Context: an optimization exercise on an open-source flow, tuned for small area. The choices shown serve that exercise and are no tape-out recipe.
In this exercise RTL edits were held to simulation tests only and were not proved equivalent to the original.
Power figures rest on the tool's default switching activity, not on a simulated workload.

== v13 ==
## Too_Much_Cake
module Too_Much_Cake(clk, rst, tick, up, down, left, right, VGA_R, VGA_G, VGA_B, hsync, vsync, blank_n, difficulty, o1,o2,o3,o4,o5,o6,o7);
input clk, rst;
input tick;
input difficulty;
input up, down, left, right;
output hsync, vsync, blank_n;
output o1,o2,o3,o4,o5,o6,o7;
output [7:0] VGA_R, VGA_G, VGA_B;
wire update = tick;
wire [9:0] xLength;
wire [9:0] yLength;
wire ScreenArea;
VGA_Controller VGA(clk, rst, xLength, yLength, ScreenArea, hsync, vsync, blank_n);
wire Guy;
Guy Guy1(clk, rst, up, down, left, right, update, xLength, yLength, Guy);
wire [4:0] apple;
wire apple_shown;
Apple app(clk, xLength, yLength, apple, apple_shown);
wire truck;
Truck tru(clk, xLength, yLength, truck);
wire lane_hit, lane_hard_only;
Easy Cakes(clk, rst, update, xLength, yLength, lane_hit, lane_hard_only);
reg cake;
always @(posedge clk)
	cake <= lane_hit && (difficulty || !lane_hard_only);
reg border;
always @(posedge clk)
	border <= (xLength < 15) || (xLength >= 630 && xLength < 641) || (yLength < 15) || (yLength >= 465 && yLength < 481);
wire game_over;
wire win;
wire [3:0] score;
collision WL(clk, rst, Guy, cake, border, apple, win, game_over, score);
Lab_4_1 Lab4(score[3],score[2],score[1],score[0],o1,o2,o3,o4,o5,o6,o7);
wire game_over_text, win_text, level_num1_text, level_num2_text;
text txt(clk, xLength, yLength, game_over_text, win_text, level_num1_text, level_num2_text);
reg R, G, B;
wire edge_ = border && !(difficulty ? level_num2_text : level_num1_text);
always @(posedge clk)
	begin
		if (game_over)
			begin
				R <= game_over_text;
				G <= 1'b0;
				B <= 1'b0;
			end
		else if (win)
			begin
				R <= 1'b0;
				G <= win_text;
				B <= 1'b0;
			end
		else
			begin
				R <= edge_ || apple_shown || Guy || cake;
				G <= edge_ || cake || truck;
				B <= edge_ || Guy;
			end
	end
reg r_q, g_q, b_q;
always @(posedge clk)
	begin
		r_q <= R;
		g_q <= G;
		b_q <= B;
	end
assign VGA_R = {8{r_q}};
assign VGA_G = {8{g_q}};
assign VGA_B = {8{b_q}};
endmodule
Size in the first run: roughly 130 flip-flops, ~0.018 mm^2 of cells after synthesis.
Settings: LEC_CHECK=0, CAP_MARGIN=20, CORE_MARGIN=2, CORE_UTILIZATION=50, CTS_BUF_LIST=sky130_fd_sc_hd__clkbuf_4 sky130_fd_sc_hd__clkbuf_8, GPL_TIMING_DRIVEN=0, SLEW_MARGIN=20; clock period 10.0 ns.
run.sh (not shown) runs the stock make flow with config.mk's settings and CLKGATE_MAP_FILE= SYNTH_SCRIPT=/design/flow/synth_recipe.tcl, a recipe that flattens the netlist after the stock synthesis.
v13 completed; timing, DRC and antenna clean
Setup changes, v13 to v27
# v13
export LEC_CHECK = 0
export CAP_MARGIN = 20
export CORE_MARGIN = 2
export CORE_UTILIZATION = 50
export CTS_BUF_LIST = sky130_fd_sc_hd__clkbuf_4 sky130_fd_sc_hd__clkbuf_8
export GPL_TIMING_DRIVEN = 0
export SLEW_MARGIN = 20
create_clock -name core_clock -period 10.0 [get_ports {clk}]
# v27
export LEC_CHECK = 0
export CAP_MARGIN = 20
export CORE_MARGIN = 2
export CORE_UTILIZATION = 50
export CTS_BUF_LIST = sky130_fd_sc_hd__clkbuf_8 sky130_fd_sc_hd__clkbuf_16
export CTS_CLUSTER_DIAMETER = 120
export CTS_CLUSTER_SIZE = 30
export GPL_TIMING_DRIVEN = 0
export SLEW_MARGIN = 20
create_clock -name core_clock -period 10.0 [get_ports {clk}]
Results
| arrival time reported for the critical path endpoint | v27 vs v13 | 0.07 ns lower |
Core utilization was lower in the run labelled v13.
Clock edge transition at the registers on the reported setup and hold paths in v27 is 0.02 ns lower than in v13
diff inputs: v27 => v47
# v27
export LEC_CHECK = 0
export CAP_MARGIN = 20
export CORE_MARGIN = 2
export CORE_UTILIZATION = 50
export CTS_BUF_LIST = sky130_fd_sc_hd__clkbuf_8 sky130_fd_sc_hd__clkbuf_16
export CTS_CLUSTER_DIAMETER = 120
export CTS_CLUSTER_SIZE = 30
export GPL_TIMING_DRIVEN = 0
export SLEW_MARGIN = 20
create_clock -name core_clock -period 10.0 [get_ports {clk}]
# v47
export LEC_CHECK = 0
export CAP_MARGIN = 20
export CORE_MARGIN = 2
export CORE_UTILIZATION = 50
export CTS_BUF_LIST = sky130_fd_sc_hd__clkbuf_4 sky130_fd_sc_hd__clkbuf_8
export GPL_TIMING_DRIVEN = 1
export SLEW_MARGIN = 20
create_clock -name core_clock -period 10.0 [get_ports {clk}]
[summary]
The number of diodes added for antenna fixing of v47 and that of v27 are within noise of each other.
Final critical path time including I/O delays and setup (lower): v47
Comparing final critical-path share of the clock period for v27 and v47, the smaller number came from v47.
Summary of the comparison: placer congestion estimate is lower in v47, relative to v27.
Core occupancy in the finished layout (higher): v27
## Diff of input files: v23 against v47
# v47
export LEC_CHECK = 0
export CAP_MARGIN = 20
export CORE_MARGIN = 2
export CORE_UTILIZATION = 50
export CTS_BUF_LIST = sky130_fd_sc_hd__clkbuf_4 sky130_fd_sc_hd__clkbuf_8
export GPL_TIMING_DRIVEN = 1
export SLEW_MARGIN = 20
create_clock -name core_clock -period 10.0 [get_ports {clk}]
# v23
export LEC_CHECK = 0
export CAP_MARGIN = 10
export CORE_MARGIN = 2
export CORE_UTILIZATION = 50
export CTS_BUF_LIST = sky130_fd_sc_hd__clkbuf_4 sky130_fd_sc_hd__clkbuf_8
export GPL_TIMING_DRIVEN = 1
export SLEW_MARGIN = 10
create_clock -name core_clock -period 10.0 [get_ports {clk}]
Notes after the runs:
- v23 reached the end of the flow, and the finished layout is clean on the timing, DRC and antenna checks.
- Per the comparison of v23 with v47, routability-driven placement congestion ratio now sits at about the same level; utilization roughly the same; via count roughly the same; path length in cells of the critical path ~0 delta.
- Net load switching power: v47 vs v23 — no meaningful difference
- Diff v47..v23 | clock-cell share of area | unchanged
- v47 → v23: post-synthesis area per instance held steady; combinational fraction of design power held steady; share of the clock period used by the worst path held steady.

separate check: timing with driven ports:
Ports are ideal in the flow. The routed layouts listed here were re-timed in OpenROAD. Step 1 (the two cells are an assumption about what drives the block):
set clk [get_ports {clk}]
set_driving_cell -lib_cell sky130_fd_sc_hd__clkbuf_16 $clk
set_driving_cell -lib_cell sky130_fd_sc_hd__buf_2 [delete_from_list [all_inputs] $clk]
Step 2 moves the port delays by t, midway between the first and last clock arrival at a register: inputs arrive t later, outputs are due t later. That takes back most of the time a late clock gives input paths. Three values: ideal, step 1, step 2; two values: the first two.
| run | t, ns | setup slack, ns | clock arrival spread, ns | worst data-port slew with drivers (ns) |
|---|---|---|---|---|
| v13 | 0.534 | 1.832 / 1.832 / 1.832 | 0.036 / 0.035 | 0.04 |
| v27 | 0.504 | 1.860 / 1.860 / 1.860 | 0.022 / 0.021 | 0.04 |
| v47 | 0.544 | 2.192 / 2.192 / 2.192 | 0.023 / 0.022 | 0.04 |
| v23 | 0.544 | 2.192 / 2.192 / 2.192 | 0.023 / 0.022 | 0.04 |
After both steps setup and hold are still met in every run listed.
